This design comes from an exercise in tuning for small area, a short achievable clock period and few clock cycles per item on the open sky130 flow, not from production work.
RTL that was checked went through simulation tests only; none was proved equivalent to the original.
The clock port is modelled as an ideal driver; clocking choices that lean on that would not hold on a real chip.
Power figures rest on the tool's default switching activity, not on a simulated workload.

Setup of run A:
Design dma_controller, start of the top module:
module dma_controller(
    input wire clk,
    input wire reset,
    input wire trigger,
    input wire [4:0] length,
    input wire [31:0] source_address,
    input wire [31:0] destination_add,
    input wire ARREADY,
    input wire [31:0] RDATA,
    input wire RVALID,
    input wire AWREADY,
    input wire WREADY,
    input wire BVALID,
    output reg done,
    output wire [31:0] ARADDR,
    output wire ARVALID,
    output wire RREADY,
    output wire [31:0] AWADDR,
    output wire AWVALID,
    output wire [31:0] WDATA,
    output wire WVALID,
    output wire BREADY
);
    wire [2:0] words = length[4:2];
    addr_stream ar (.clk(clk), .reset(reset), .trigger(trigger), .words(words),
                    .base(source_address), .ready(ARREADY),
                    .valid(ARVALID), .addr(ARADDR));
    addr_stream aw (.clk(clk), .reset(reset), .trigger(trigger), .words(words),
                    .base(destination_add), .ready(AWREADY),
                    .valid(AWVALID), .addr(AWADDR));
    reg [2:0] b_left;
    wire busy = |b_left;
    assign WDATA = RDATA;
    assign WVALID = RVALID & busy;
    assign RREADY = WREADY & busy;
    assign BREADY = BVALID;
    always @(posedge clk or posedge reset) begin
        if (reset) begin
            b_left <= 3'd0;
            done <= 1'b0;
        end else if (trigger) begin
            b_left <= words;
            done <= 1'b0;
        end else if (busy && BVALID) begin
            b_left <= b_left - 3'd1;
            done <= b_left == 3'd1;
        end
    end
endmodule
Size: ~280 cells after synthesis, ~26 flip-flops, ~210 I/O pins, ~0.0024 mm2 of cells after synthesis.
clock: 4.0 ns
lec_check: 0
cap_margin: 20
core_margin: 2
core_utilization: 40
setup_slack_margin: 1.7
slew_margin: 20
standard.sh (not shown) runs the stock make flow with config.mk's settings and CLKGATE_MAP_FILE= SYNTH_SCRIPT=/design/flow/synth_recipe.tcl, a recipe that flattens the netlist after the stock synthesis.
==> flow/flow/run.sh <==
#!/bin/bash
# Standard layout, with the smallest buffer on the ports (the flow upsizes
# them where timing needs it) and a small clock tree for the few registers.
set -euo pipefail
export BUFFER_PORTS_ARGS="-buffer_cell sky130_fd_sc_hd__buf_1"
export CTS_ARGS="-sink_clustering_enable -repair_clock_nets -dont_use_dummy_load"
bash standard.sh > standard.log 2>&1
Testbench counts of run A, summed over its fixed seeds: cycles 5,957, words 1,889.
For run B, these inputs were changed with respect to run A:
- setting ABC_CLOCK_PERIOD_IN_PS to 1000 for the first time
Results
Taking run A as the reference, in run B buffer share of cell area shows no meaningful change; cell area shows no meaningful change.
Core utilization of run B is on par with run A.
From run B to run A, multiplexer share of the synthesized area did not move at all.
Global-route usage came out exactly the same in run B and run A.
Comparing run B against run A, there is no change at all in final hold violation count.
Taking run A as the reference, in run B area overhead of the layout relative to synthesis comparable; die area did not really move.
Edits applied to the flow inputs when going from run B to run C:
- ABC_CLOCK_PERIOD_IN_PS removed (was 1000)
==> flow/flow/run.sh <==
#!/bin/bash
# Standard layout, with its own ABC mapping script for synthesis
# (flow/abc.script), the smallest buffer on the ports (the flow upsizes them
# where timing needs it), the buffers that synthesis inserted removed before
# placement, and no dummy load in the clock tree.
set -euo pipefail
here=$(cd "$(dirname "$0")" && pwd)
cp -r "$FLOW_HOME/scripts" scripts_abc
cp "$here/abc.script" scripts_abc/abc_speed.script
SCRIPTS_DIR="$PWD/scripts_abc" bash standard.sh synth > standard_synth.log 2>&1
export BUFFER_PORTS_ARGS="-buffer_cell sky130_fd_sc_hd__buf_1"
export REMOVE_ABC_BUFFERS=1
export CTS_ARGS="-sink_clustering_enable -repair_clock_nets -dont_use_dummy_load"
bash standard.sh > standard.log 2>&1
==> flow/flow/abc.script (new file) <==
&get -n
&st
&dch
&nf
&st
&syn2
&if -g -K 6
&synch2
&nf
&st
&syn2
&if -g -K 6
&synch2
&nf
&st
&syn2
&if -g -K 6
&synch2
&nf
&st
&syn2
&if -g -K 6
&synch2
&nf
&st
&syn2
&if -g -K 6
&synch2
&nf
&put
Findings:
The run showing the smaller worst hold slack is run C.
Looking at post-route clock period utilization, run C sits above run B.
Run C: fraction of area in registers lower than run B
Run C went all the way through synthesis, placement and routing and the layout is clean on timing, DRC and antenna.
Timing endpoint of the critical path: ar.grp[2].rest.into$_DFF_P_ -> run C, ARADDR[24] -> run B
diff inputs: run C => run D
- swapping 1.7 for 1.8 in SETUP_SLACK_MARGIN
==> flow/flow/run.sh <==
#!/bin/bash
# Standard layout, but with the smallest buffer on the ports (the flow upsizes
# them where timing needs it).
set -euo pipefail
export BUFFER_PORTS_ARGS="-buffer_cell sky130_fd_sc_hd__buf_1"
bash standard.sh > standard.log 2>&1
removed: flow/flow/abc.script
## What came out
No stage failed in run D, and the final checks on the layout all came back clean.
Re average routed wire per standard cell: run D and run C aren't equal, and the lower value belongs to run D.
Die footprint delta for run D relative to run C: 1.3% higher
Delta (run D minus run C): area of placed instances rose about 2%; combined global-route utilization of all metal layers saw a decrease; data arrival time at the worst-slack endpoint lower; routability-driven placement congestion ratio now smaller.
For the routed wire length, run D came in about 15% lower than run C did.
Diff run C -> run D: number of clock buffer instances in the layout now larger, clock distribution area overhead in the final layout comparable, combinational group share of total power now larger.
In run D relative to run C, first-pass GRT wire length had gone down by more than 10%.

* * *

dma_controller again, from the RTL that the note above started with.
==> flow/design.v (excerpt) <==
module dma_controller(
    input wire clk,
    input wire reset,
    input wire trigger,
    input wire [4:0] length,
    input wire [31:0] source_address,
    input wire [31:0] destination_add,
    input wire ARREADY,
    input wire [31:0] RDATA,
    input wire RVALID,
    input wire AWREADY,
    input wire WREADY,
    input wire BVALID,
    output reg done,
    output wire [31:0] ARADDR,
    output wire ARVALID,
    output wire RREADY,
    output wire [31:0] AWADDR,
    output wire AWVALID,
    output wire [31:0] WDATA,
    output wire WVALID,
    output wire BREADY
);
    wire [2:0] words = length[4:2];
    addr_stream ar (.clk(clk), .reset(reset), .trigger(trigger), .words(words),
                    .base(source_address), .ready(ARREADY),
                    .valid(ARVALID), .addr(ARADDR));
    addr_stream aw (.clk(clk), .reset(reset), .trigger(trigger), .words(words),
                    .base(destination_add), .ready(AWREADY),
                    .valid(AWVALID), .addr(AWADDR));
    reg [2:0] b_left;
    wire busy = |b_left;
    assign WDATA = RDATA;
    assign WVALID = RVALID & busy;
    assign RREADY = WREADY & busy;
    assign BREADY = BVALID;
    always @(posedge clk or posedge reset) begin
        if (reset) begin
            b_left <= 3'd0;
            done <= 1'b0;
        end else if (trigger) begin
            b_left <= words;
            done <= 1'b0;
        end else if (busy && BVALID) begin
            b_left <= b_left - 3'd1;
            done <= b_left == 3'd1;
        end
    end
endmodule
==> flow/config.mk <==
export PLATFORM = sky130hd
export DESIGN_NAME = dma_controller
export DESIGN_NICKNAME = dma_controller
export VERILOG_FILES = /design/flow/design.v
export SDC_FILE = /design/flow/constraint.sdc
export NUM_CORES = 4
export LEC_CHECK = 0
export CAP_MARGIN = 20
export CORE_MARGIN = 2
export CORE_UTILIZATION = 40
export SETUP_SLACK_MARGIN = 1.7
export SLEW_MARGIN = 20
==> flow/constraint.sdc <==
create_clock -name core_clock -period 4.0 [get_ports {clk}]
set_input_delay 0.8000 -clock core_clock [delete_from_list [all_inputs] [get_ports {clk}]]
set_output_delay 0.8000 -clock core_clock [all_outputs]
set_load 0.01 [all_outputs]
==> flow/flow/run.sh <==
#!/bin/bash
# Standard layout, with the smallest buffer on the ports (the flow upsizes
# them where timing needs it), the buffers that synthesis inserted removed
# before placement, and no dummy load in the clock tree.
set -euo pipefail
export BUFFER_PORTS_ARGS="-buffer_cell sky130_fd_sc_hd__buf_1"
export REMOVE_ABC_BUFFERS=1
export CTS_ARGS="-sink_clustering_enable -repair_clock_nets -dont_use_dummy_load"
bash standard.sh > standard.log 2>&1
The starting point passed the timing, DRC and antenna checks.
Testbench counts at the start, summed over its fixed seeds: cycles 5,957, words 1,889.
Then changed:
==> flow/flow/run.sh (replaced) <==
#!/bin/bash
# Standard layout, with the smallest buffer on the ports (the flow upsizes
# them where timing needs it) and a clock tree of one buffer for the few
# registers (flow/one_clock_buffer.tcl).
set -euo pipefail
here=$(cd "$(dirname "$0")" && pwd)
export BUFFER_PORTS_ARGS="-buffer_cell sky130_fd_sc_hd__buf_1"
export PRE_CTS_TCL="$here/one_clock_buffer.tcl"
bash standard.sh > standard.log 2>&1
==> flow/flow/one_clock_buffer.tcl (new file) <==
# Sourced before clock tree synthesis. The design has only a few registers, so
# the clock tree is a single buffer between the clock port and all of them.
rename clock_tree_synthesis __unused_clock_tree_synthesis
proc clock_tree_synthesis {args} {
  set block [ord::get_db_block]
  set xs 0
  set ys 0
  set n 0
  foreach iterm [[$block findNet clk] getITerms] {
    set box [[$iterm getInst] getBBox]
    incr xs [expr {([$box xMin] + [$box xMax]) / 2}]
    incr ys [expr {([$box yMin] + [$box yMax]) / 2}]
    incr n
  }
  set dbu [$block getDbUnitsPerMicron]
  set x [expr {double($xs) / $n / $dbu}]
  set y [expr {double($ys) / $n / $dbu}]
  insert_buffer -buffer_cell sky130_fd_sc_hd__clkbuf_8 -net clk \
    -location [list $x $y] -buffer_name clkbuf_0_clk -net_name clknet_0_clk
  foreach name {clk clknet_0_clk} {
    [$block findNet $name] setSigType CLOCK
  }
  puts "clock tree: one sky130_fd_sc_hd__clkbuf_8 at ($x, $y) driving $n clock pins"
}
Result: Now the flow stopped in 4_1_cts. Synthesized cell count stays the same. Area after synthesis stays the same.
Then changed:
==> flow/flow/run.sh (replaced) <==
#!/bin/bash
# Standard layout, with the smallest buffer on the ports (the flow upsizes
# them where timing needs it) and a small clock tree for the few registers.
set -euo pipefail
export BUFFER_PORTS_ARGS="-buffer_cell sky130_fd_sc_hd__buf_1"
export CTS_ARGS="-repair_clock_nets -dont_use_dummy_load -sink_clustering_enable"
bash standard.sh > standard.log 2>&1
removed: flow/flow/one_clock_buffer.tcl
Result: With this change the flow finished clean; area after synthesis is unchanged; synthesized cell count is unchanged.

* * *

== the previous run ==
The RTL this note starts from:
==> flow/design.v <==
`timescale 1ns / 1ps
module dma_controller(
    input wire clk,
    input wire reset,
    input wire trigger,
    input wire [4:0] length,
    input wire [31:0] source_address,
    input wire [31:0] destination_add,
    input wire ARREADY,
    input wire [31:0] RDATA,
    input wire RVALID,
    input wire AWREADY,
    input wire WREADY,
    input wire BVALID,
    output reg done,
    output wire [31:0] ARADDR,
    output wire ARVALID,
    output wire RREADY,
    output wire [31:0] AWADDR,
    output wire AWVALID,
    output wire [31:0] WDATA,
    output wire WVALID,
    output wire BREADY
);
    wire [2:0] words = length[4:2];
    addr_stream ar (.clk(clk), .reset(reset), .trigger(trigger), .words(words),
                    .base(source_address), .ready(ARREADY),
                    .valid(ARVALID), .addr(ARADDR));
    addr_stream aw (.clk(clk), .reset(reset), .trigger(trigger), .words(words),
                    .base(destination_add), .ready(AWREADY),
                    .valid(AWVALID), .addr(AWADDR));
    reg [2:0] b_left;
    wire busy = |b_left;
    assign WDATA = RDATA;
    assign WVALID = RVALID & busy;
    assign RREADY = WREADY & busy;
    assign BREADY = BVALID;
    always @(posedge clk or posedge reset) begin
        if (reset) begin
            b_left <= 3'd0;
            done <= 1'b0;
        end else if (trigger) begin
            b_left <= words;
            done <= 1'b0;
        end else if (busy && BVALID) begin
            b_left <= b_left - 3'd1;
            done <= b_left == 3'd1;
        end
    end
endmodule
module addr_stream(
    input wire clk,
    input wire reset,
    input wire trigger,
    input wire [2:0] words,
    input wire [31:0] base,
    input wire ready,
    output wire valid,
    output wire [31:0] addr
);
    localparam G = 3;                       
    localparam NG = (27 + G - 1) / G;       
    reg busy;
    reg [2:0] flip_lo;
    reg [NG-1:0] carry;
    assign valid = trigger | busy;
    wire hs = valid & ready;
    wire [2:0] flip_inc = flip_lo ^ {addr[3] & addr[2], addr[2], 1'b1};
    wire [2:0] lo = base[4:2];
    wire c1 = lo[0] & words[0];
    wire c2 = (lo[1] & words[1]) | ((lo[1] | words[1]) & c1);
    wire [2:0] flip_end = words ^ {c2, c1, 1'b0};
    wire last = flip_inc == flip_end;
    wire step = hs & !last;                 
    always @(posedge clk or posedge reset) begin
        if (reset)
            busy <= 1'b0;
        else if (hs)
            busy <= !last;
        else if (trigger)
            busy <= 1'b1;
    end
    wire carry_inc = carry[0] | (&addr[4:2]);
    wire [26:0] up = base[31:5];
    always @(posedge clk) begin
        if (step)
            flip_lo <= flip_inc;
        else if (!busy)
            flip_lo <= 3'd0;
    end
    reg carry0;
    reg carry0_next;
    always @(*) begin
        if (step)
            carry0_next = carry_inc;
        else if (!busy)
            carry0_next = 1'b0;
        else
            carry0_next = carry0;
    end
    always @(posedge clk)
        carry0 <= carry0_next;
    genvar g, k;
    generate
        for (g = 0; g < NG; g = g + 1) begin : grp
            if (g == 0) begin : first
                always @(*) carry[g] = carry0;
            end else begin : rest
                reg into;
                always @(posedge clk)
                    into <= carry0_next & (&up[g*G-1:0]);
                always @(*) carry[g] = into;
            end
        end
    endgenerate
    assign addr[1:0] = base[1:0];           
    assign addr[4:2] = base[4:2] ^ flip_lo;
    generate
        for (k = 0; k < 27; k = k + 1) begin : bit_up
            localparam integer GB = (k / G) * G;    
            wire inner;
            if (k == GB) begin : first
                assign inner = 1'b1;
            end else begin : rest
                assign inner = &up[k-1:GB];
            end
            assign addr[5 + k] = up[k] ^ (carry[k / G] & inner);
        end
    endgenerate
endmodule
==> flow/config.mk <==
export PLATFORM = sky130hd
export DESIGN_NAME = dma_controller
export DESIGN_NICKNAME = dma_controller
export VERILOG_FILES = /design/flow/design.v
export SDC_FILE = /design/flow/constraint.sdc
export NUM_CORES = 4
export LEC_CHECK = 0
export CAP_MARGIN = 20
export CORE_MARGIN = 2
export CORE_UTILIZATION = 40
export SETUP_SLACK_MARGIN = 1.8
export SLEW_MARGIN = 20
==> flow/constraint.sdc <==
create_clock -name core_clock -period 4.0 [get_ports {clk}]
set_input_delay 0.8000 -clock core_clock [delete_from_list [all_inputs] [get_ports {clk}]]
set_output_delay 0.8000 -clock core_clock [all_outputs]
set_load 0.01 [all_outputs]
==> flow/flow/run.sh <==
#!/bin/bash
# Standard layout, but with the smallest buffer on the ports (the flow upsizes
# them where timing needs it).
set -euo pipefail
export BUFFER_PORTS_ARGS="-buffer_cell sky130_fd_sc_hd__buf_1"
bash standard.sh > standard.log 2>&1
Both conditions hold for the previous run: the flow ran to the end and the final layout passed the timing, DRC and antenna checks.
Modified inputs, the current run compared to the previous run
Settings: SETUP_SLACK_MARGIN now 1.7, was 1.8.
### Flow results
Compared with the previous run, the current run shows a lower met1 wire length. As of the current run, design area had fallen by more than 10% compared to the previous run. [the current run vs the previous run] stage delay of the slowest cell on the critical path: lower in the current run. The current run vs the previous run, startpoint of the most critical setup path: destination_add[2] vs source_address[2]. On setup slack, the previous run beats the current run. Run comparison: the current run critical path endpoint AWADDR[2]; the previous run critical path endpoint ar.flip_lo[0]$_SDFFCE_PN0P_. The clock network power share reported for the current run is greater than that of the previous run by 3.2 points. Pre-CTS setup slack (lower): the current run. Compared with the previous run, in the current run power consumption went down by about 10%, post-detailed-placement half-perimeter wirelength went up by 3.1%.
No functional check of the RTL was part of any run of this note.

port drivers added, routing unchanged:
In the flow no input, the clock included, has a driving cell. The finished layouts below were timed again as built, in two steps. Step 1, drivers: a clkbuf_16 drives clk and a buf_2 each remaining input, both assumed. Step 2, shift: input delay + t, output delay - t, t = (earliest + latest rising clock arrival at the registers) / 2. This alone moves slack from input paths to output paths. a / b / c = no drivers / after step 1 / after step 2; a / b = the first two.
run	t, ns	setup slack, ns	worst setup path at the end	latest minus earliest clock arrival (ns)
run A	0.293	1.762 / 1.724 / 1.500	input to register	0.015 / 0.015
run B	0.293	1.762 / 1.724 / 1.500	input to register	0.015 / 0.015
run C	0.291	1.727 / 1.714 / 1.438	input to register	0.014 / 0.014
run D	0.288	1.776 / 1.735 / 1.568	input to register	0.007 / 0.007
the first run of note 2	0.292	1.747 / 1.716 / 1.477	input to register	0.008 / 0.008
the third run of note 2	0.293	1.762 / 1.724 / 1.500	input to register	0.015 / 0.015
the previous run	0.299	1.794 / 1.775 / 1.476	input to register	0.004 / 0.004
the current run	0.306	1.751 / 1.719 / 1.446	input to register	0.009 / 0.009
After both steps every run listed still meets setup and hold. The setup slack of the previous run, which loses most, moves by -0.019 ns with the drivers and by -0.318 ns with both steps.
